This is an optimization exercise on Yosys and OpenROAD, whose aim is small area and a short achievable clock period, not a production implementation.
In this exercise RTL edits were held to simulation tests only and were not proved equivalent to the original.
Power and IR drop assume default switching activity.

**flow/config.mk**
```make
export PLATFORM = sky130hd
export DESIGN_NAME = sort2in1
export DESIGN_NICKNAME = sort2in1
export VERILOG_FILES = /design/flow/design.v
export SDC_FILE = /design/flow/constraint.sdc
export NUM_CORES = 4
export LEC_CHECK = 0
export CAP_MARGIN = 20
export CORE_MARGIN = 2
export CORE_UTILIZATION = 40
export CTS_BUF_LIST = sky130_fd_sc_hd__clkbuf_4 sky130_fd_sc_hd__clkbuf_8
export SETUP_SLACK_MARGIN = 4.0
export SLEW_MARGIN = 20
export SYNTH_HIERARCHICAL = 1
```
**flow/constraint.sdc**
```tcl
create_clock -name core_clock -period 6.5 [get_ports {clk}]
set_input_delay 1.3000 -clock core_clock [delete_from_list [all_inputs] [get_ports {clk}]]
set_output_delay 1.3000 -clock core_clock [all_outputs]
set_load 0.01 [all_outputs]
```
**flow/design.v**
```verilog
module s2i_ge #(parameter W = 12) (
    input  [W-1:0] a,
    input  [W-1:0] bn,
    output         ge
);
    wire [W:0] c;
    assign c[0] = 1'b1;
    genvar k;
    generate
        for (k = 0; k < W; k = k + 1) begin : g_bit
            assign c[k+1] = (a[k] & bn[k]) | (a[k] & c[k]) | (bn[k] & c[k]);
        end
    endgenerate
    assign ge = c[W];
endmodule
module s2i_ctl (
    input  rst,
    input  vld,
    input  ge_here,
    input  ge_above,
    output s_up,
    output s_in,
    output s_hold
);
    assign s_up   = ~rst & vld & ge_above;
    assign s_in   = ~rst & vld & ge_here & ~ge_above;
    assign s_hold = ~rst & ~(vld & ge_here);
endmodule
module s2i_sel #(parameter W = 12) (
    input          s_up,
    input          s_in,
    input          s_hold,
    input  [W-1:0] up,
    input  [W-1:0] din,
    input  [W-1:0] cur,
    output [W-1:0] nxt_n
);
    assign nxt_n = ~(({W{s_up}} & up) | ({W{s_in}} & din) | ({W{s_hold}} & cur));
endmodule
module sort2in1
#(parameter W = 12)
(
    input clk,
    input synrst,
    input DataEn,
    input [W-1:0] DataIn,
    output [W-1:0] DataMax,
    output reg [W+4-1:0] DataSumOut
);
    reg  [W-1:0] Pend;
    reg          PendVld;
    reg  [W-1:0] Max;
    reg  [W-1:0] Rn [0:15];
    wire [W-1:0] R  [0:16];
    assign R[16] = {W{1'b0}};
    always @(posedge clk) begin
        Pend    <= DataIn;
        PendVld <= DataEn & ~synrst;
    end
    wire max_ge;
    s2i_ge #(.W(W)) u_max_ge (.a(DataIn), .bn(~Max), .ge(max_ge));
    always @(posedge clk)
        if (synrst)
            Max <= {W{1'b0}};
        else if (DataEn && max_ge)
            Max <= DataIn;
    assign DataMax = Max;
    wire [16:0] ge;
    assign ge[16] = 1'b0;
    genvar i;
    generate
        for (i = 0; i < 16; i = i + 1) begin : g_slot
            wire [W-1:0] nxt_n;
            assign R[i] = ~Rn[i];
            s2i_ge #(.W(W)) u_ge (.a(Pend), .bn(Rn[i]), .ge(ge[i]));
            wire s_up, s_in, s_hold;
            s2i_ctl u_ctl (
                .rst(synrst), .vld(PendVld), .ge_here(ge[i]), .ge_above(ge[i+1]),
                .s_up(s_up), .s_in(s_in), .s_hold(s_hold));
            s2i_sel #(.W(W)) u_sel (
                .s_up(s_up), .s_in(s_in), .s_hold(s_hold),
                .up(R[i+1]), .din(Pend), .cur(R[i]), .nxt_n(nxt_n));
            always @(posedge clk)
                Rn[i] <= nxt_n;
        end
    endgenerate
    wire [W+3:0] sum_take = DataSumOut + {4'b0, Pend} + {4'hF, Rn[0]} + 16'd1;
    always @(posedge clk)
        if (synrst)
            DataSumOut <= {(W+4){1'b0}};
        else if (PendVld && ge[0])
            DataSumOut <= sum_take;
endmodule
```
**flow/run.sh**
```bash
#!/bin/bash
# synth_recipe.tcl (not shown) runs the flow's synth.tcl, then flattens the netlist and writes it again
# the make line also repeats each setting of config.mk as NAME=value (left out here)
make -C /OpenROAD-flow-scripts/flow DESIGN_CONFIG=/design/flow/config.mk WORK_HOME=/design/flow/orfs CLKGATE_MAP_FILE= SYNTH_SCRIPT=/design/flow/synth_recipe.tcl finish
```
==> results.py, run 1 <==
metrics = {
    "final_layout": {
        "final_nets": 1446,
        "instances_no_fill": 1823,
        "layout_fillers": 2822,
        "antenna_cells": 0,
        "area_delta_synth_final_pct": 22.3,
        "drive_gt1_frac": 0.207,
    },
    "die": {
        "chipHeight_um": 176,
        "fp_rows": 63,
        "chipWidth_um": 176,
        "die_area_mm2": 0.0311,
        "core-area_mm2": 0.0295,
        "initial_utilization": 0.403,
        "num_io_pins": 43,
    },
    "worst_setup_path": {
        "critical_path.endpoint": "DataSumOut[12]",
        "critical_path_class": "reg2reg",
        "critical-path-max-stage-delay_ns": 0.59,
        "worstSetupEndpointType": "flip-flop",
        "worst-endpoint-arrival_ns": 3.01,
        "worst-r2r-cell-count": 8,
        "timing.critical_path.slowest_stage_cell": "fa_1",
        "worst_r2r_startpoint": "DataSumOut[2]",
        "timing.critical_path.from": "DataSumOut[2]",
        "cp_data_required_time_ns": 6.95,
        "critical_path_cell_by_cell": "fa_1 -> ha_4 -> nor2b_4 -> o31a_1 -> o2111ai_4 -> a21oi_2 -> or3_1 -> o311ai_1",
        "timing.reg2reg.setup_slack_ns": 3.95,
        "worst_setup_path_start_kind": "flip-flop",
        "reg2reg_to": "DataSumOut[12]",
        "worstPathMaxFanout": 4,
    },
    "yosys": {
        "synth.lib_cells_used.distinct": 54,
        "yosys_warnings": 9,
        "yosysSeqAreaShare": 0.393,
        "yosysTopAreaCell": "dfxtp_1",
        "synth_enable_flop_cells": 0,
        "synthCells": 1287,
        "synthMostInstantiatedCell": "dfxtp_1",
        "ys_seq_elements": 233,
        "synth_async_sr_flop_share": 0,
        "post_synth_main_area_contributors": "dfxtp_1, a222oi_1, inv_1",
        "synth_area_mm2": 0.0119,
        "avgSynthCellArea_um2": 9.23,
        "synth-main-ff-cell": "dfxtp_1",
        "ys_top_cells_by_count": "dfxtp_1, inv_1, a222oi_1",
        "yosys.area.top_type_share": 0.393,
    },
    "placement": {
        "detailedPlacementHpwl_um": 21400,
        "io_buffers": 42,
        "place_inst": 1678,
        "globalplace.congestion": 0.817,
    },
    "outcome": {
        "outcome": "no timing/DRC/antenna violations",
    },
    "sta": {
        "clock.fmax_mhz": 392,
        "final.min_clock_period_ns": 2.55,
        "slew-limit-headroom": 0.554,
        "finClkSkew_ns": 0.0237,
        "finalSetupViolations": 0,
        "rsz0062_at_grt": "yes",
        "totalNegativeSetupSlack_ns": 0,
        "timing.final.max_slew_violations": 0,
        "worst_slew_pin_slew_ns": 0.669,
        "final_worst_path_period_share": 0.392,
        "hold_violations": 0,
    },
    "routing": {
        "route.antenna.remaining_nets": 0,
        "routed_wire_length_per_instance_um": 23.9,
        "via_per_inst": 6.65,
        "route.detailed.drc": 0,
        "detail_route.iter0.violations": 2183,
        "dr_total_vias": 12118,
        "drt_pre_antenna_iters": 12,
        "finalWirelength_um": 43500,
    },
    "clock_tree": {
        "cts_buffers": 43,
        "hold_buffers": 0,
        "cts_max_level": 2,
        "cts_tree": "yes",
        "clk-insertion-delay-late_ns": 0.57,
        "clockBufferDepth": 3,
        "clk_root_buffer_cell": "clkbuf_8",
        "tritoncts_num_sinks": 233,
        "clk_pin_slew_worst_paths_ns": 0.07,
    },
    "job": {
        "cap_viol_max_count": 0,
    },
    "grt": {
        "vias_in_the_first_global_route": 11473,
        "number_of_antenna_violations_at_the_first_check_in_global_routing": 0,
        "globalRouteTotalUtil": 0.268,
        "grt_first_pass_wirelength_um": 65100,
        "grt.overflow.total": 0,
        "grt_max_degree": 51,
    },
    "power": {
        "power_density_of_the_placed_cells_mw_per_mm2": 245,
        "power.leakage_uw": 0.00666,
        "ir_drop_mv": 0.149,
    },
    "hold_path": {
        "worst_hold_path_type": "reg2reg",
    },
}
-- logic make-up (layout without fill, tap and decap cells) --
| group | Yosys count | after routing | share of synthesized area |
|---|---|---|---|
| xor gates and xnor gates | 1 | 1 | 0.000737 |
| DFF | 233 | 233 | 0.393 |
| muxes | 1 | 1 | 0.000842 |
| adders and majority gates | 28 | 28 | 0.0371 |
| AOI/OAI and AO/OA | 571 | 571 | 0.375 |
| and+or+nand+nor | 179 | 183 | 0.0857 |
| buffers and inverters | 273 | 402 | 0.108 |
| other | 1 | 14 | 0.000316 |
-- layout by cell type, fill, tap and decap left out, drive strengths merged, types with 7 or more instances in the layout --
cell type,count
dfxtp,233
inv,216
a222oi,209
clkbuf,82
buf,72
o22ai,68
o21ai,65
a21oi,64
nand2,62
nor2,43
o31ai,36
a22oi,34
o211ai,18
and3b,18
a31oi,18
a22o,17
a221oi,17
and4bb,16
ha,16
conb,14
fa,12
clkdlybuf4s15,11
clkdlybuf4s50,10
nor3,8
nand3,8
a21o,7
-- area by class of cell --
cell class	count	area (um^2)	share of cell area
multi-input combinational	798	6360	0.438
clock inverter	8	41.3	0.00284
sequential	233	4740	0.326
timing repair buffer	111	1260	0.0871
clock buffer	67	822	0.0566
tap	390	488	0.0336
inverter	216	811	0.0558
-- through the flow --
step / util / hold WS [ns] / area (um^2) / total power (uW) / worst slack (ns)
4_1_cts: 0.479 / 0.477 / 14100 / 3500 / 3.89
5_1_grt: 0.493 / 0.500 / 14500 / 3690 / 3.88
3_3_place_gp: 0.422 / 0.462 / 12400 / 1990 / 3.11
2_1_floorplan: - / 0.454 / 12000 / 1850 / 3.98
3_5_place_dp: 0.422 / 0.467 / 12400 / 1990 / 3.09
6_report: 0.493 / 0.475 / 14500 / 3550 / 3.95
-- Yosys stat by module (local to each module, per instance), excerpt --
| module | flip-flops and latches | copies in the design | cells | cell area (um^2) |
|---|---|---|---|---|
| s2i_ctl | 0 | 16 | 3 | 27.5 |
| sort2in1 | 233 | 1 | 659 | 6910 |
-- timing repair --
action                     4_1_cts  5_1_grt
buffers inserted                48       18
gates resized for setup         98      104
cloned                           0        4
setup endpoints to repair      240      175
pin swaps                        5       26
-- routing by layer --
layer | track usage | vias up | wire length, um
met5 | 0 | - | 0
met4 | 0.123 | 0 | 2020
met3 | 0.0553 | 143 | 4460
met2 | 0.429 | 671 | 19800
met1 | 0.347 | 5859 | 17200
li1 | - | 5445 | -
-- flip-flops by register name, summed over array words and instances (netlist names) --
signal / count
Max: 12
Rn: 192
Pend: 12
PendVld: 1
DataSumOut: 16
-- worst max-delay path, delay by kind of cell (launching register included) --
family	cells	cell delay, ns
adders and majority gates	2	0.82
and+or+nand+nor	2	0.52
DFF	1	0.34
AOI/OAI and AO/OA	4	0.76
-- how the worst min path moves through the flow --
stage	startpoint	to	slack, ns	cells after the start
after global routing	Rn[0][0]	Rn[0][0]	0.50	2
after detailed placement	Max[9]	Max[9]	0.47	2
after floorplan	Rn[10][1]	Rn[10][1]	0.45	2
final	Max[9]	Max[9]	0.48	2
after global placement	Max[9]	Max[9]	0.46	2
after CTS	Max[9]	Max[9]	0.48	2
-- where the power goes --
part / leakage (uW) / total (uW) / switching, uW / internal (uW)
combinational: 0.00431 / 613 / 371 / 242
sequential: 0.00191 / 1510 / 44.6 / 1460
clock: 0.000449 / 1430 / 634 / 798
total: 0.00666 / 3550 / 1050 / 2500
==> inputs of run 2 (changes only) <==
==> flow/flow/run.sh (new file) <==
#!/bin/bash
# Standard synthesis and layout; the only change is the cell used for the port
# buffers (a plain buf_2 instead of the delay buffer buffer_ports picks).
set -euo pipefail
bash standard.sh synth > synth.log 2>&1
BUFFER_PORTS_ARGS="-buffer_cell sky130_fd_sc_hd__buf_2" bash standard.sh finish > layout.log 2>&1
==> flow/standard.sh (new file) <==
#!/bin/bash
# synth_recipe.tcl (not shown) runs the flow's synth.tcl, then flattens the netlist and writes it again
# the make line also repeats each setting of config.mk as NAME=value (left out here)
make -C /OpenROAD-flow-scripts/flow DESIGN_CONFIG=/design/flow/config.mk WORK_HOME=/design/flow/orfs CLKGATE_MAP_FILE= SYNTH_SCRIPT=/design/flow/synth_recipe.tcl "${@:-finish}"
--- a/flow/config.mk
+++ b/flow/config.mk
@@ -10,3 +10,5 @@
 export CORE_UTILIZATION = 40
-export CTS_BUF_LIST = sky130_fd_sc_hd__clkbuf_4 sky130_fd_sc_hd__clkbuf_8
+export CTS_BUF_LIST = sky130_fd_sc_hd__clkbuf_8
+export CTS_CLUSTER_DIAMETER = 60
+export CTS_CLUSTER_SIZE = 12
 export SETUP_SLACK_MARGIN = 4.0
removed: flow/run.sh
==> results.py, run 2 <==
metrics = {
    "final_layout": {
        "area_delta_synth_final_pct": 16.3,
        "final_nets": 1423,
        "fin_area_mm2": 0.0138,
        "layout.cells.most_common_list": "inv_1, dfxtp_1, a222oi_1, o22ai_1",
        "instances_no_fill": 1777,
        "drive_gt1_frac": 0.174,
        "top_regs": "Rn: 192 flops, DataSumOut: 16 flops",
        "layout.cells.most_common": "inv_1",
        "largest-register": "Rn",
        "flip_flop_count_of_the_largest_register_after_layout": 192,
        "antenna_cells": 0,
    },
    "worst_setup_path": {
        "worst_setup_path_start_kind": "flip-flop",
        "worstPathMaxFanout": 4,
        "worst-endpoint-arrival_ns": 3.00,
        "cp_data_required_time_ns": 6.97,
        "critical_path_class": "reg2reg",
        "worstSetupEndpointType": "flip-flop",
    },
    "grt": {
        "vias_in_the_first_global_route": 11330,
        "grt_first_pass_wirelength_um": 63900,
        "globalRouteTotalUtil": 0.260,
        "grt_max_degree": 51,
        "number_of_antenna_violations_at_the_first_check_in_global_routing": 0,
        "grt.overflow.total": 0,
    },
    "power": {
        "power_density_of_the_placed_cells_mw_per_mm2": 224,
        "power.leakage_uw": 0.00639,
        "ir_drop_mv": 0.173,
    },
    "sta": {
        "totalNegativeSetupSlack_ns": 0,
        "final_worst_path_period_share": 0.389,
        "clock.fmax_mhz": 396,
        "timing.final.max_slew_violations": 0,
        "slew-limit-headroom": 0.571,
        "final.min_clock_period_ns": 2.53,
        "rsz0062_at_grt": "yes",
        "finClkSkew_ns": 0.0151,
        "finalSetupViolations": 0,
        "worst_slew_pin_slew_ns": 0.643,
        "hold_violations": 0,
    },
    "yosys": {
        "synth_enable_flop_cells": 0,
        "yosys.area.top_type_share": 0.393,
        "synth.lib_cells_used.distinct": 54,
        "yosysTopAreaCell": "dfxtp_1",
        "synthMostInstantiatedCell": "dfxtp_1",
        "ys_top_cells_by_count": "dfxtp_1, inv_1, a222oi_1",
        "avgSynthCellArea_um2": 9.23,
        "yosysSeqAreaShare": 0.393,
        "post_synth_main_area_contributors": "dfxtp_1, a222oi_1, inv_1",
        "ys_seq_elements": 233,
        "synth-main-ff-cell": "dfxtp_1",
        "yosys_warnings": 9,
        "synth_async_sr_flop_share": 0,
        "synthCells": 1287,
        "synth_area_mm2": 0.0119,
    },
    "routing": {
        "routed_wire_length_per_instance_um": 23.7,
        "via_per_inst": 6.68,
        "route.antenna.remaining_nets": 0,
        "dr_total_vias": 11871,
        "drt_pre_antenna_iters": 13,
        "route.detailed.drc": 0,
        "finalWirelength_um": 42000,
        "detail_route.iter0.violations": 2229,
    },
    "die": {
        "core-area_mm2": 0.0295,
        "fp_rows": 63,
        "initial_utilization": 0.403,
        "chipHeight_um": 176,
        "num_io_pins": 43,
        "die_area_mm2": 0.0311,
        "chipWidth_um": 176,
    },
    "clock_tree": {
        "cts_max_level": 1,
        "clk-insertion-delay-late_ns": 0.57,
        "cts_buffers": 25,
        "tritoncts_num_sinks": 233,
        "cts_tree": "yes",
        "clk_root_buffer_cell": "clkbuf_8",
        "clockBufferDepth": 3,
        "clk_pin_slew_worst_paths_ns": 0.08,
    },
    "placement": {
        "detailedPlacementHpwl_um": 21200,
        "io_buffers": 42,
        "globalplace.congestion": 0.844,
        "place_inst": 1678,
        "detailed_place.area_mm2": 0.0122,
    },
    "outcome": {
        "outcome": "no timing/DRC/antenna violations",
    },
    "job": {
        "cap_viol_max_count": 0,
    },
    "hold_path": {
        "worst_hold_path_type": "reg2reg",
    },
}
## run 2: path summary, 6_finish.rpt
| kind | start | endpoint | cells after the start | slack [ns] |
|---|---|---|---|---|
| max | Pend[2] | DataSumOut[12] | 8 | 3.97 |
| min | DataSumOut[0] | DataSumOut[0] | 2 | 0.47 |
| max reg2reg | Pend[2] | DataSumOut[12] | 8 | 3.97 |
| min reg2reg | DataSumOut[0] | DataSumOut[0] | 2 | 0.47 |
## run 2: layout make-up
cell class                      count  area [um^2]
Clock inverter                      9          128
Inverter                          216          811
Tap cell                          390          488
Timing Repair Buffer              109         1060
Fill cell                        2843        15700
Clock buffer                       25          344
Sequential cell                   233         4720
Multi-Input combinational cell    795         6260
## run 2: routing by layer
metal  share of wire  wire length [um]  global-route usage  vias up
li1                -                 -                   -     5364
met1            0.40             17000               0.349     5747
met2            0.45             19000               0.417      641
met3            0.10              4280              0.0418      119
met4           0.042              1760               0.111        0
met5               0                 0                   0        -
## run 2: critical path, stage by stage, from the launching register on
cell and delay, ns:
dfxtp_4 0.38, fa_2 0.61, ha_4 0.22, nor2b_4 0.13, o31a_1 0.30, o2111ai_2 0.25
a21oi_2 0.10, or3_1 0.36, o311ai_1 0.08
## run 2: cell families after synthesis
logic type	synth area share
compound gates	0.375
buf+inv	0.108
flops	0.393
simple gates	0.0857
fa+ha+maj	0.0371
other cells	0.000316
xor+xnor	0.000737
mux	0.000842
## run 2: Yosys stat by module, one instance, submodules excluded, excerpt
module	cells inside	times used	flip-flops and latches
s2i_ctl	3	16	0
sort2in1	659	1	233
## run 2: stage by stage
step	util	power [uW]	setup WS, ns	hold WS (ns)
6_report	0.469	3100	3.97	0.465
5_1_grt	0.469	3220	3.89	0.497
4_1_cts	0.454	3050	3.91	0.467
3_5_place_dp	0.415	1970	3.10	0.462
3_3_place_gp	0.415	1970	3.11	0.457
2_1_floorplan	-	1850	3.98	0.454
## run 2: what timing repair did
| action | in CTS | in global routing |
|---|---|---|
| hold endpoints to repair | 0 | 0 |
| setup buffers | 40 | 24 |
| gates resized for setup | 21 | 51 |
| pin swaps | 1 | 10 |
| setup endpoints to repair | 206 | 123 |
| gates cloned | 0 | 1 |
| hold buffers | 0 | 0 |
## run 2: power breakdown
group / total (uW) / internal (uW) / switching (uW)
Sequential: 1500 / 1460 / 42.0
Clock: 1020 / 475 / 543
Combinational: 582 / 224 / 358
Total: 3100 / 2160 / 943
==> inputs of run 3 (changes only) <==
--- a/flow/config.mk
+++ b/flow/config.mk
@@ -9,3 +9,3 @@
 export CORE_MARGIN = 2
-export CORE_UTILIZATION = 40
+export CORE_UTILIZATION = 55
 export CTS_BUF_LIST = sky130_fd_sc_hd__clkbuf_8
==> results.py, run 3 <==
metrics = {
    "grt": {
        "grt_first_pass_wirelength_um": 61100,
        "vias_in_the_first_global_route": 11082,
        "grt_max_degree": 83,
        "number_of_antenna_violations_at_the_first_check_in_global_routing": 0,
        "globalRouteTotalUtil": 0.341,
        "grt.overflow.total": 0,
    },
    "yosys": {
        "synth.lib_cells_used.distinct": 54,
        "synth_async_sr_flop_share": 0,
        "synth_enable_flop_cells": 0,
        "synthMostInstantiatedCell": "dfxtp_1",
        "yosys_warnings": 9,
        "synthCells": 1287,
        "post_synth_main_area_contributors": "dfxtp_1, a222oi_1, inv_1",
        "avgSynthCellArea_um2": 9.23,
        "ys_seq_elements": 233,
        "synth_area_mm2": 0.0119,
        "ys_top_cells_by_count": "dfxtp_1, inv_1, a222oi_1",
        "synth-main-ff-cell": "dfxtp_1",
        "yosysSeqAreaShare": 0.393,
        "yosys.area.top_type_share": 0.393,
        "yosysTopAreaCell": "dfxtp_1",
    },
    "die": {
        "die_area_mm2": 0.0228,
        "num_io_pins": 43,
        "chipHeight_um": 151,
        "initial_utilization": 0.563,
        "chipWidth_um": 151,
        "fp_rows": 53,
        "core-area_mm2": 0.0211,
    },
    "routing": {
        "finalWirelength_um": 39500,
        "via_per_inst": 7.07,
        "route.detailed.drc": 0,
        "routed_wire_length_per_instance_um": 23.9,
        "dr_total_vias": 11669,
        "detail_route.iter0.violations": 1893,
        "drt_pre_antenna_iters": 10,
        "route.antenna.remaining_nets": 0,
    },
    "placement": {
        "dp_slack_ns": 3.36,
        "globalplace.congestion": 0.847,
        "detailedPlacementHpwl_um": 20400,
        "io_buffers": 42,
    },
    "worst_setup_path": {
        "worstPathMaxFanout": 4,
        "critical_path_cell_by_cell": "fa_1 -> ha_4 -> nor2b_4 -> o31a_1 -> o2111ai_4 -> a21oi_2 -> or3_1 -> o311ai_1",
        "worst_setup_path_start_kind": "flip-flop",
        "critical_path_class": "reg2reg",
        "cp_data_required_time_ns": 6.96,
        "critical-path-max-stage-delay_ns": 0.61,
        "worst-endpoint-arrival_ns": 3.00,
        "worst-r2r-cell-count": 8,
        "timing.critical_path.slowest_stage_cell": "fa_1",
        "worstSetupEndpointType": "flip-flop",
    },
    "hold_path": {
        "min_path_cells": 2,
        "worst_hold_path_type": "reg2reg",
    },
    "clock_tree": {
        "clk_pin_slew_worst_paths_ns": 0.08,
        "cts_tree": "yes",
        "tritoncts_num_sinks": 233,
        "clk_root_buffer_cell": "clkbuf_8",
        "clockBufferDepth": 3,
        "cts_max_level": 1,
        "clk-insertion-delay-late_ns": 0.57,
        "cts_buffers": 24,
    },
    "final_layout": {
        "postLayoutCoreUtil": 0.638,
        "largest-register": "Rn",
        "drive_gt1_frac": 0.159,
        "layout.cells.most_common": "inv_1",
        "top_regs": "Rn: 192 flops, DataSumOut: 16 flops",
        "layout_fillers": 1836,
        "area_delta_synth_final_pct": 13.3,
        "flip_flop_count_of_the_largest_register_after_layout": 192,
        "layout.cells.most_common_list": "inv_1, dfxtp_1, a222oi_1, o22ai_1, nand2_1",
        "antenna_cells": 0,
        "final_nets": 1409,
    },
    "outcome": {
        "outcome": "no timing/DRC/antenna violations",
    },
    "sta": {
        "final.min_clock_period_ns": 2.54,
        "hold_violations": 0,
        "clock.fmax_mhz": 394,
        "timing.final.max_slew_violations": 0,
        "slew-limit-headroom": 0.370,
        "final_worst_path_period_share": 0.391,
        "rsz0062_at_grt": "yes",
        "finalSetupViolations": 0,
        "finClkSkew_ns": 0.0178,
        "totalNegativeSetupSlack_ns": 0,
        "final.setup.worst_slack_ns": 3.96,
        "worst_slew_pin_slew_ns": 0.945,
    },
    "power": {
        "ir_drop_mv": 0.160,
        "power.leakage_uw": 0.00633,
        "power_density_of_the_placed_cells_mw_per_mm2": 222,
    },
    "job": {
        "cap_viol_max_count": 0,
    },
}
[run 3: area by class of cell]
| type | instances | area, um^2 | area share |
|---|---|---|---|
| clock buffers | 26 | 358 | 0.0266 |
| clock inverters | 9 | 66.3 | 0.00493 |
| inverters | 216 | 811 | 0.0602 |
| multi-input cells | 794 | 6160 | 0.458 |
| flip-flops and latches | 233 | 4720 | 0.350 |
| well taps | 275 | 344 | 0.0256 |
| repair buffers | 97 | 1000 | 0.0744 |
[run 3: layer usage]
layer / wire length (um) / track usage / vias to the layer above
met5: 0 / 0 / -
li1: - / - / 5352
met4: 1760 / 0.142 / 0
met3: 3860 / 0.0539 / 104
met1: 16000 / 0.464 / 5582
met2: 17900 / 0.541 / 631
[run 3: repair_timing]
item / 4_1_cts / 5_1_grt
setup endpoints to repair: 171 / 189
hold buffers: 0 / 0
pin swaps: 4 / 16
resized for setup: 10 / 43
buffers inserted: 46 / 6
[run 3: critical path, delay by kind of cell, from the launching register on]
family          cells  cell delay, ns
compound gates      4            0.78
fa+ha+maj           2            0.84
flops               1            0.35
simple gates        2            0.48
[run 3: per-stage QoR]
step / instances / area [um^2] / power, uW / hold slack [ns]
final: 1650 / 13500 / 2980 / 0.475
after global routing: 1650 / 13500 / 3100 / 0.503
after CTS: 1644 / 13200 / 2950 / 0.477
after detailed placement: 1563 / 12100 / 1970 / 0.464
after global placement: 1563 / 12100 / 1960 / 0.458
after floorplan: 1300 / 12000 / 1850 / 0.454
[run 3: per-module statistics from Yosys (local to each module, per instance), a selection]
module / times used / flip-flops and latches / area (um^2)
s2i_ctl: 16 / 0 / 27.5
sort2in1: 1 / 233 / 6910
[run 3: path summary, 6_finish.rpt]
| check | start | endpoint | slack (ns) |
|---|---|---|---|
| min reg2reg | Max[2] | Max[2] | 0.48 |
| max | DataSumOut[2] | DataSumOut[12] | 3.96 |
| max reg2reg | DataSumOut[2] | DataSumOut[12] | 3.96 |
| min | Max[2] | Max[2] | 0.48 |
[run 3: power breakdown]
group / internal (uW) / total [uW] / switching (uW)
combinational: 212 / 558 / 346
clock: 403 / 923 / 519
sequential: 1460 / 1500 / 43.5
total: 2070 / 2980 / 909
[run 3: cells by family (layout without fill, tap and decap cells)]
group | count (synthesis) | after routing | synth area share
AOI/OAI and AO/OA | 571 | 571 | 0.375
buffers and inverters | 273 | 348 | 0.108
DFF | 233 | 233 | 0.393
and+or+nand+nor | 179 | 179 | 0.0857
adders and majority gates | 28 | 28 | 0.0371
other | 1 | 14 | 0.000316
xor gates and xnor gates | 1 | 1 | 0.000737
muxes | 1 | 1 | 0.000842
==> inputs of run 4 (changes only) <==
--- a/flow/config.mk
+++ b/flow/config.mk
@@ -9,3 +9,3 @@
 export CORE_MARGIN = 2
-export CORE_UTILIZATION = 55
+export CORE_UTILIZATION = 50
 export CTS_BUF_LIST = sky130_fd_sc_hd__clkbuf_8
@@ -13,3 +13,3 @@
 export CTS_CLUSTER_SIZE = 12
-export SETUP_SLACK_MARGIN = 4.0
+export SETUP_SLACK_MARGIN = 4.1
 export SLEW_MARGIN = 20
==> results.py, run 4 <==
metrics = {
    "worst_setup_path": {
        "critical-path-max-stage-delay_ns": 0.52,
        "timing.critical_path.max_delay_family": "compound AO/OA/AOI/OAI gates",
        "worstPathMaxFanout": 4,
        "worst-endpoint-arrival_ns": 2.97,
        "critical_path_class": "reg2reg",
        "cp_data_required_time_ns": 6.96,
        "timing.critical_path.slowest_stage_cell": "fa_1",
        "worstSetupEndpointType": "flip-flop",
        "cp_num_buf_inv": 0,
        "critical_path_cell_by_cell": "fa_1 -> ha_4 -> nor2b_4 -> o31a_1 -> o2111ai_4 -> a21oi_2 -> or3_1 -> o311ai_1",
        "worst_setup_path_start_kind": "flip-flop",
    },
    "power": {
        "pwr-share-clk": 0.297,
        "power.switching_fraction": 0.313,
        "ir_drop_mv": 0.148,
        "p_int_uw": 2050,
        "power.switching_uw": 936,
        "sequentialPowerShare": 0.504,
        "power_density_of_the_placed_cells_mw_per_mm2": 214,
        "share_comb_of_total_power": 0.199,
        "power.leakage_uw": 0.00643,
    },
    "yosys": {
        "synth_enable_flop_cells": 0,
        "synth.lib_cells_used.distinct": 54,
        "yosysSeqAreaShare": 0.393,
        "synth-main-ff-cell": "dfxtp_1",
        "avgSynthCellArea_um2": 9.23,
        "yosysTopAreaCell": "dfxtp_1",
        "yosys_warnings": 9,
        "yosys.area.top_type_share": 0.393,
        "synth_async_sr_flop_share": 0,
        "ys_seq_elements": 233,
        "synthCells": 1287,
        "post_synth_main_area_contributors": "dfxtp_1, a222oi_1, inv_1",
        "synth_area_mm2": 0.0119,
        "synthMostInstantiatedCell": "dfxtp_1",
        "ys_top_cells_by_count": "dfxtp_1, inv_1, a222oi_1",
    },
    "final_layout": {
        "drive_gt1_frac": 0.202,
        "flip_flop_count_of_the_largest_register_after_layout": 192,
        "top_regs": "Rn: 192 flops, DataSumOut: 16 flops",
        "instances_no_fill": 1713,
        "layout.cells.most_common_list": "inv_1, a222oi_1, dfxtp_1, o22ai_1, nand2_1",
        "largest-register": "Rn",
        "layout.cells.most_common": "inv_1",
        "final_nets": 1428,
        "postLayoutCoreUtil": 0.596,
        "area_delta_synth_final_pct": 17.4,
        "antenna_cells": 0,
    },
    "placement": {
        "io_buffers": 42,
        "globalplace.congestion": 0.823,
        "place_inst": 1607,
        "detailedPlacementHpwl_um": 21300,
    },
    "die": {
        "core-area_mm2": 0.0234,
        "chipHeight_um": 158,
        "die_area_mm2": 0.0250,
        "chipWidth_um": 158,
        "num_io_pins": 43,
        "initial_utilization": 0.508,
        "fp_rows": 56,
    },
    "routing": {
        "dr_total_vias": 11779,
        "finalWirelength_um": 40600,
        "routed_wire_length_per_instance_um": 23.7,
        "route.detailed.drc": 0,
        "via_per_inst": 6.88,
        "route.antenna.remaining_nets": 0,
        "detail_route.iter0.violations": 1996,
        "drt_pre_antenna_iters": 12,
    },
    "clock_tree": {
        "tritoncts_num_sinks": 233,
        "cts_max_level": 1,
        "hold_buffers": 0,
        "cts_buffers": 24,
        "clk-insertion-delay-late_ns": 0.58,
        "cts_tree": "yes",
        "clockBufferDepth": 3,
        "clk_pin_slew_worst_paths_ns": 0.09,
        "clk_root_buffer_cell": "clkbuf_8",
    },
    "sta": {
        "finalSetupViolations": 0,
        "worst_slew_pin_slew_ns": 0.763,
        "rsz0062_at_grt": "yes",
        "clock.fmax_mhz": 398,
        "final_worst_path_period_share": 0.386,
        "timing.final.max_slew_violations": 0,
        "totalNegativeSetupSlack_ns": 0,
        "final.min_clock_period_ns": 2.51,
        "slew-limit-headroom": 0.492,
        "hold_violations": 0,
        "finClkSkew_ns": 0.0248,
    },
    "job": {
        "cap_viol_max_count": 0,
    },
    "grt": {
        "grt_first_pass_wirelength_um": 60300,
        "grt_max_degree": 55,
        "globalRouteTotalUtil": 0.307,
        "vias_in_the_first_global_route": 10704,
        "number_of_antenna_violations_at_the_first_check_in_global_routing": 1,
        "grt.overflow.total": 0,
    },
    "hold_path": {
        "worst_hold_path_type": "reg2reg",
    },
    "outcome": {
        "outcome": "no timing/DRC/antenna violations",
    },
}
run 4: area by class of cell:
class	count	area, um^2
tap	319	399
timing repair buffer	107	1040
inverter	216	811
sequential	233	4780
clock buffer	25	344
multi-input combinational	803	6540
fill	2123	9450
clock inverter	10	50.0
run 4: per-module statistics from Yosys (local to each module, per instance), excerpt:
module / cells / times used / cell area (um^2)
s2i_ctl: 3 / 16 / 27.5
sort2in1: 659 / 1 / 6910
run 4: timing repair:
item	4_1_cts	5_1_grt
endpoints found under the hold margin	0	0
setup buffers	33	29
gates resized for setup	52	102
pin swaps	15	18
setup endpoints to repair	223	226
cloned	0	9
run 4: metal layers:
layer,GRT usage,vias to the layer above,part of all wire
li1,-,5404,-
met1,0.413,5686,0.42
met2,0.507,612,0.46
met3,0.0619,75,0.099
met4,0.0742,2,0.026
met5,0,-,0.00032
run 4: power groups by stage:
stage	Sequential, uW	Combinational (uW)	Clock (uW)
2_1_floorplan	1560	304	0
3_3_place_gp	1580	406	0
3_5_place_dp	1580	409	0
4_1_cts	1520	517	903
5_1_grt	1510	642	958
6_report	1510	593	888
run 4: per-stage QoR:
step / total power, uW / hold slack, ns / setup slack [ns] / cell area (um^2)
3_3_place_gp: 1980 / 0.457 / 3.18 / 12200
3_5_place_dp: 1990 / 0.466 / 3.12 / 12200
2_1_floorplan: 1870 / 0.454 / 4.02 / 12100
5_1_grt: 3110 / 0.489 / 3.92 / 14000
4_1_cts: 2940 / 0.471 / 3.92 / 13200
6_report: 2990 / 0.467 / 3.99 / 14000
run 4: worst register-to-register path: cells and delay by family, from the launching register on:
family | cells | cell delay, ns
flops | 1 | 0.39
compound gates | 4 | 0.77
simple gates | 2 | 0.51
fa+ha+maj | 2 | 0.75
run 4: final timing paths:
check,depth (start not counted),startpoint,slack (ns),to
setup / recovery,8,Pend[2],3.99,DataSumOut[12]
setup reg to reg,8,Pend[2],3.99,DataSumOut[12]
hold reg to reg,2,Max[2],0.47,Max[2]
hold / removal,2,Max[2],0.47,Max[2]
run 4: cells by family (layout without fill, tap and decap cells):
logic type,count (synthesis),in the layout,share of synthesized area
AO/OA/AOI/OAI,571,571,0.375
XOR/XNOR,1,1,0.000737
adder cells (fa/ha/maj),28,28,0.0371
buffers and inverters,273,358,0.108
flip-flops,233,233,0.393
multiplexers,1,1,0.000842
other,1,14,0.000316
AND/OR/NAND/NOR,179,188,0.0857
==> inputs of run 5 (changes only) <==
--- a/flow/config.mk
+++ b/flow/config.mk
@@ -9,7 +9,7 @@
 export CORE_MARGIN = 2
-export CORE_UTILIZATION = 50
+export CORE_UTILIZATION = 55
 export CTS_BUF_LIST = sky130_fd_sc_hd__clkbuf_8
-export CTS_CLUSTER_DIAMETER = 60
-export CTS_CLUSTER_SIZE = 12
-export SETUP_SLACK_MARGIN = 4.1
+export CTS_CLUSTER_DIAMETER = 80
+export CTS_CLUSTER_SIZE = 16
+export SETUP_SLACK_MARGIN = 4.0
 export SLEW_MARGIN = 20
==> results.py, run 5 <==
metrics = {
    "sta": {
        "slew-limit-headroom": 0.540,
        "final.setup.worst_slack_ns": 3.89,
        "totalNegativeSetupSlack_ns": 0,
        "finalSetupViolations": 0,
        "finClkSkew_ns": 0.0182,
        "rsz0062_at_grt": "yes",
        "hold_violations": 0,
        "hold-worst-slack_ns": 0.479,
        "clock.fmax_mhz": 383,
        "timing.final.max_slew_violations": 0,
        "worst_slew_pin_slew_ns": 0.690,
        "final_worst_path_period_share": 0.402,
        "final.min_clock_period_ns": 2.61,
    },
    "worst_setup_path": {
        "critical_path_class": "reg2reg",
        "timing.reg2reg.setup_slack_ns": 3.89,
        "worst-endpoint-arrival_ns": 3.07,
        "cp_data_required_time_ns": 6.96,
        "worstSetupEndpointType": "flip-flop",
        "worstPathMaxFanout": 4,
        "worst_setup_path_start_kind": "flip-flop",
    },
    "yosys": {
        "synthMostInstantiatedCell": "dfxtp_1",
        "synth.lib_cells_used.distinct": 54,
        "yosys.area.top_type_share": 0.393,
        "synthCells": 1287,
        "yosys_warnings": 9,
        "synth_enable_flop_cells": 0,
        "ys_top_cells_by_count": "dfxtp_1, inv_1, a222oi_1",
        "yosysSeqAreaShare": 0.393,
        "ys_seq_elements": 233,
        "post_synth_main_area_contributors": "dfxtp_1, a222oi_1, inv_1",
        "synth_async_sr_flop_share": 0,
        "synth_area_mm2": 0.0119,
        "yosysTopAreaCell": "dfxtp_1",
        "avgSynthCellArea_um2": 9.23,
        "synth-main-ff-cell": "dfxtp_1",
    },
    "final_layout": {
        "drive_gt1_frac": 0.155,
        "multi_input_comb_area_mm2": 0.00621,
        "flip_flop_count_of_the_largest_register_after_layout": 192,
        "final_nets": 1403,
        "top_regs": "Rn: 192 flops, DataSumOut: 16 flops",
        "instances_no_fill": 1641,
        "layout_fillers": 1843,
        "layout.cells.most_common": "inv_1",
        "layout.cells.most_common_list": "inv_1, dfxtp_1, a222oi_1, o22ai_1, nand2_1",
        "antenna_cells": 0,
        "area_delta_synth_final_pct": 12.7,
        "ff_latch_area_mm2": 0.00472,
        "largest-register": "Rn",
    },
    "clock_tree": {
        "hold_buffers": 0,
        "cts_max_level": 1,
        "tritoncts_num_sinks": 233,
        "cts_tree": "yes",
        "clockBufferDepth": 3,
        "cts_buffers": 18,
        "clk_pin_slew_worst_paths_ns": 0.11,
        "clk-insertion-delay-late_ns": 0.55,
        "clk_root_buffer_cell": "clkbuf_8",
    },
    "placement": {
        "dp_slack_ns": 3.36,
        "globalplace.congestion": 0.847,
        "io_buffers": 42,
        "place_inst": 1563,
        "detailedPlacementHpwl_um": 20400,
    },
    "die": {
        "fp_rows": 53,
        "chipWidth_um": 151,
        "num_io_pins": 43,
        "initial_utilization": 0.563,
        "die_area_mm2": 0.0228,
        "core-area_mm2": 0.0211,
        "chipHeight_um": 151,
    },
    "routing": {
        "route.detailed.drc": 0,
        "dr_total_vias": 11602,
        "routed_wire_length_per_instance_um": 23.6,
        "finalWirelength_um": 38700,
        "via_per_inst": 7.07,
        "drt_pre_antenna_iters": 13,
        "detail_route.iter0.violations": 1895,
        "route.antenna.remaining_nets": 0,
    },
    "grt": {
        "globalRouteTotalUtil": 0.337,
        "grt_first_pass_wirelength_um": 60700,
        "grt.overflow.total": 0,
        "vias_in_the_first_global_route": 10978,
        "grt_max_degree": 83,
        "number_of_antenna_violations_at_the_first_check_in_global_routing": 0,
    },
    "power": {
        "power.switching_fraction": 0.306,
        "power.switching_uw": 879,
        "share_comb_of_total_power": 0.192,
        "ir_drop_mv": 0.182,
        "power_density_of_the_placed_cells_mw_per_mm2": 214,
        "sequentialPowerShare": 0.524,
        "power_uw": 2870,
        "power.leakage_uw": 0.00628,
        "pwr-share-clk": 0.284,
        "p_int_uw": 1990,
    },
    "job": {
        "cap_viol_max_count": 0,
    },
    "hold_path": {
        "worst_hold_path_type": "reg2reg",
    },
    "outcome": {
        "outcome": "no timing/DRC/antenna violations",
    },
}
==> run 5: cell counts after synthesis <==
Identical to the previous run, type by type.
==> run 5: timing repair <==
item / 4_1_cts / 5_1_grt
endpoints found under the setup margin: 171 / 93
buffers inserted: 47 / 4
gates resized for setup: 24 / 33
pin swaps: 4 / 12
gates cloned: 0 / 1
==> run 5: critical path, stage by stage, from the launching register on <==
cell and delay, ns:
dfxtp_4 0.39, fa_2 0.61, ha_4 0.22, nor2b_4 0.13
o31a_1 0.28, buf_4 0.16, o2111ai_4 0.21, a21oi_2 0.10
or3_1 0.35, o311ai_1 0.08
==> run 5: kinds of logic (layout without fill, tap and decap cells) <==
| kind of cell | count (synthesis) | count (layout) | share of synthesized area |
|---|---|---|---|
| fa+ha+maj | 28 | 28 | 0.0371 |
| simple gates | 179 | 180 | 0.0857 |
| buf+inv | 273 | 338 | 0.108 |
| mux | 1 | 1 | 0.000842 |
| flops | 233 | 233 | 0.393 |
| xor+xnor | 1 | 1 | 0.000737 |
| other cells | 1 | 14 | 0.000316 |
| compound gates | 571 | 571 | 0.375 |
==> run 5: metal layers <==
metal,vias to the layer above,wire (um),part of all wire,global-route usage
met5,-,0,0,0
met4,0,1530,0.039,0.130
met3,86,3510,0.091,0.0413
met2,600,17800,0.46,0.548
met1,5573,15900,0.41,0.460
li1,5343,-,-,-
==> run 5: per-stage QoR <==
stage                     cell area, um^2  utilization
after floorplan                     12000            -
after global placement              12100        0.573
after detailed placement            12100        0.573
after CTS                           13200        0.627
after global routing                13400        0.635
final                               13400        0.635
==> run 5: power by group through the flow <==
stage	logic [uW]	registers [uW]	clock network, uW
floorplan	287	1560	0
global placement	382	1580	0
detailed placement	383	1580	0
CTS	522	1500	828
global route	599	1510	877
finish	552	1500	814
==> run 5: area by class of cell <==
cell class	count	area share
Multi-Input combinational cell	795	0.463
Inverter	216	0.0605
Sequential cell	233	0.352
Clock inverter	6	0.00364
Tap cell	275	0.0257
Timing Repair Buffer	96	0.0741
Clock buffer	20	0.0205
==> run 5: path summary, 6_finish.rpt <==
kind / start / endpoint / cells after the start
worst min register to register: Max[1] / Max[1] / 2
worst min-delay path: Max[1] / Max[1] / 2
worst max-delay path: Pend[2] / DataSumOut[12] / 9
worst max register to register: Pend[2] / DataSumOut[12] / 9
==> run 5: Yosys stat by module, one instance, submodules excluded, excerpt <==
| module | flip-flops and latches | copies in the design |
|---|---|---|
| sort2in1 | 233 | 1 |
| s2i_ctl | 0 | 16 |
==> inputs of run 6 (changes only) <==
--- a/flow/config.mk
+++ b/flow/config.mk
@@ -11,4 +11,4 @@
 export CTS_BUF_LIST = sky130_fd_sc_hd__clkbuf_8
-export CTS_CLUSTER_DIAMETER = 80
-export CTS_CLUSTER_SIZE = 16
+export CTS_CLUSTER_DIAMETER = 70
+export CTS_CLUSTER_SIZE = 14
 export SETUP_SLACK_MARGIN = 4.0
==> results.py, run 6 <==
metrics = {
    "outcome": {
        "outcome": "no timing/DRC/antenna violations",
    },
    "yosys": {
        "yosys.area.top_type_share": 0.393,
        "synthCells": 1287,
        "synth_area_mm2": 0.0119,
        "synth.lib_cells_used.distinct": 54,
        "post_synth_main_area_contributors": "dfxtp_1, a222oi_1, inv_1",
        "synth_enable_flop_cells": 0,
        "synth-main-ff-cell": "dfxtp_1",
        "synthMostInstantiatedCell": "dfxtp_1",
        "yosys_warnings": 9,
        "yosysTopAreaCell": "dfxtp_1",
        "ys_seq_elements": 233,
        "yosysSeqAreaShare": 0.393,
        "ys_top_cells_by_count": "dfxtp_1, inv_1, a222oi_1",
        "avgSynthCellArea_um2": 9.23,
        "synth_async_sr_flop_share": 0,
    },
    "worst_setup_path": {
        "worst-endpoint-arrival_ns": 3.08,
        "timing.critical_path.from": "Pend[2]",
        "cp_data_required_time_ns": 6.95,
        "worst_r2r_startpoint": "Pend[2]",
        "worst-r2r-cell-count": 9,
        "timing.critical_path.slowest_stage_cell": "fa_2",
        "critical_path_class": "reg2reg",
        "critical_path_cell_by_cell": "fa_2 -> ha_4 -> nor2b_4 -> o31a_1 -> buf_6 -> o2111ai_4 -> a21oi_2 -> or3_1 -> o311ai_1",
        "critical-path-max-stage-delay_ns": 0.61,
        "worstSetupEndpointType": "flip-flop",
        "worst_setup_path_start_kind": "flip-flop",
        "worstPathMaxFanout": 4,
    },
    "sta": {
        "finalSetupViolations": 0,
        "timing.final.max_slew_violations": 0,
        "slew-limit-headroom": 0.547,
        "rsz0062_at_grt": "yes",
        "final_worst_path_period_share": 0.405,
        "hold_violations": 0,
        "clock.fmax_mhz": 380,
        "totalNegativeSetupSlack_ns": 0,
        "final.min_clock_period_ns": 2.63,
        "worst_slew_pin_slew_ns": 0.680,
        "finClkSkew_ns": 0.0232,
    },
    "power": {
        "power_density_of_the_placed_cells_mw_per_mm2": 216,
        "power.leakage_uw": 0.00626,
        "power_uw": 2880,
        "ir_drop_mv": 0.160,
    },
    "die": {
        "core-area_mm2": 0.0211,
        "die_area_mm2": 0.0228,
        "num_io_pins": 43,
        "initial_utilization": 0.563,
        "fp_rows": 53,
        "chipWidth_um": 151,
        "chipHeight_um": 151,
    },
    "grt": {
        "grt.overflow.total": 0,
        "grt_first_pass_wirelength_um": 60800,
        "number_of_antenna_violations_at_the_first_check_in_global_routing": 0,
        "grt_max_degree": 83,
        "globalRouteTotalUtil": 0.340,
        "vias_in_the_first_global_route": 11064,
    },
    "routing": {
        "route.antenna.remaining_nets": 0,
        "via_per_inst": 7.13,
        "dr_total_vias": 11680,
        "drt_pre_antenna_iters": 11,
        "route.detailed.drc": 0,
        "finalWirelength_um": 39200,
        "detail_route.iter0.violations": 1811,
        "routed_wire_length_per_instance_um": 23.9,
    },
    "final_layout": {
        "drive_gt1_frac": 0.154,
        "flip_flop_count_of_the_largest_register_after_layout": 192,
        "layout.cells.most_common": "inv_1",
        "layout.cells.most_common_list": "inv_1, dfxtp_1, a222oi_1, o22ai_1",
        "postLayoutCoreUtil": 0.633,
        "area_delta_synth_final_pct": 12.3,
        "top_regs": "Rn: 192 flops, DataSumOut: 16 flops",
        "largest-register": "Rn",
        "final_nets": 1402,
        "antenna_cells": 0,
    },
    "placement": {
        "io_buffers": 42,
        "globalplace.congestion": 0.847,
        "detailedPlacementHpwl_um": 20400,
    },
    "clock_tree": {
        "cts_tree": "yes",
        "clk-insertion-delay-late_ns": 0.55,
        "clockBufferDepth": 3,
        "cts_max_level": 1,
        "clk_pin_slew_worst_paths_ns": 0.10,
        "tritoncts_num_sinks": 233,
        "hold_buffers": 0,
        "cts_buffers": 20,
        "clk_root_buffer_cell": "clkbuf_8",
    },
    "job": {
        "cap_viol_max_count": 0,
    },
    "hold_path": {
        "worst_hold_path_type": "reg2reg",
        "min_path_cells": 2,
        "min_from": "Max[2]",
    },
}
[run 6: cell counts after synthesis]
No cell type changed its count.
[run 6: per-layer routing]
layer / part of all wire / global-route usage
met1: 0.41 / 0.455
met2: 0.46 / 0.549
met3: 0.089 / 0.0524
met4: 0.046 / 0.143
met5: 0 / 0
[run 6: layout make-up]
class,instances,area [um^2]
clock buffer,21,289
clock inverter,6,48.8
fill,1830,7740
inverter,216,811
multi-input combinational,795,6180
sequential,233,4720
tap,275,344
timing repair buffer,93,952
[run 6: cells by family (layout without fill, tap and decap cells)]
group                    count (synthesis)  after routing  share of synthesized area
buffers and inverters                  273            336                      0.108
other                                    1             14                   0.000316
multiplexers                             1              1                   0.000842
flip-flops                             233            233                      0.393
AO/OA/AOI/OAI                          571            571                      0.375
adder cells (fa/ha/maj)                 28             28                     0.0371
XOR/XNOR                                 1              1                   0.000737
AND/OR/NAND/NOR                        179            180                     0.0857
[run 6: modules after synthesis (local to each module, per instance), excerpt]
module | copies in the design | cells | flip-flops and latches | area (um^2)
sort2in1 | 1 | 659 | 233 | 6910
s2i_ctl | 16 | 3 | 0 | 27.5
[run 6: what timing repair did]
| item | CTS | global route |
|---|---|---|
| endpoints found under the setup margin | 139 | 123 |
| pin swaps | 4 | 13 |
| gates cloned | 0 | 1 |
| resized for setup | 17 | 35 |
| setup buffers | 46 | 2 |
[run 6: worst paths after layout]
| check | slack, ns | to |
|---|---|---|
| worst min register to register | 0.48 | Max[2] |
| worst max register to register | 3.87 | DataSumOut[12] |
| worst min-delay path | 0.48 | Max[2] |
| worst max-delay path | 3.87 | DataSumOut[12] |
[run 6: through the flow]
step	std cells	hold slack [ns]	setup slack [ns]	cell area, um^2
global route	1639	0.504	3.81	13300
finish	1639	0.478	3.87	13300
global placement	1563	0.458	3.39	12100
CTS	1636	0.472	3.95	13200
floorplan	1300	0.454	3.98	12000
detailed placement	1563	0.464	3.36	12100
[run 6: worst max-delay path, delay by kind of cell (launching register included)]
| family | cells | cell delay [ns] |
|---|---|---|
| compound gates | 4 | 0.71 |
| fa+ha+maj | 2 | 0.83 |
| buf+inv | 1 | 0.14 |
| flops | 1 | 0.38 |
| simple gates | 2 | 0.48 |
[run 6: report_power, final]
part / total (uW) / switching, uW / internal [uW]
registers: 1500 / 44.6 / 1460
clock network: 833 / 499 / 334
logic: 549 / 341 / 208
total: 2880 / 884 / 2000

==> re-timing with driven ports <==
How much do the figures lean on ideal ports? The routed layouts below were timed once more, with nothing changed but the port constraints.
Step 1, drivers: a clkbuf_16 drives clk and a buf_2 each remaining input, both assumed.
Step 2 moves the port delays by t, midway between the first and last clock arrival at a register: inputs arrive t later, outputs are due t later. That takes back most of the time a late clock gives input paths.
a / b / c = no drivers / after step 1 / after step 2; a / b = the first two.
run	t (ns)	slack for setup (ns)	worst setup path at the end	worst register clock-pin slew, ns
run 1	0.602	3.949 / 3.949 / 3.481	input to register	0.07 / 0.07
run 2	0.609	3.975 / 3.975 / 3.545	input to register	0.09 / 0.09
run 3	0.605	3.961 / 3.961 / 3.509	input to register	0.10 / 0.10
run 4	0.611	3.989 / 3.989 / 3.448	input to register	0.09 / 0.09
run 5	0.590	3.886 / 3.886 / 3.461	input to register	0.12 / 0.12
run 6	0.583	3.869 / 3.869 / 3.432	input to register	0.10 / 0.10
After both steps setup and hold are still met in every run listed. The setup slack of run 4, which loses most, moves by 0.000 ns with the drivers and by -0.541 ns with both steps.
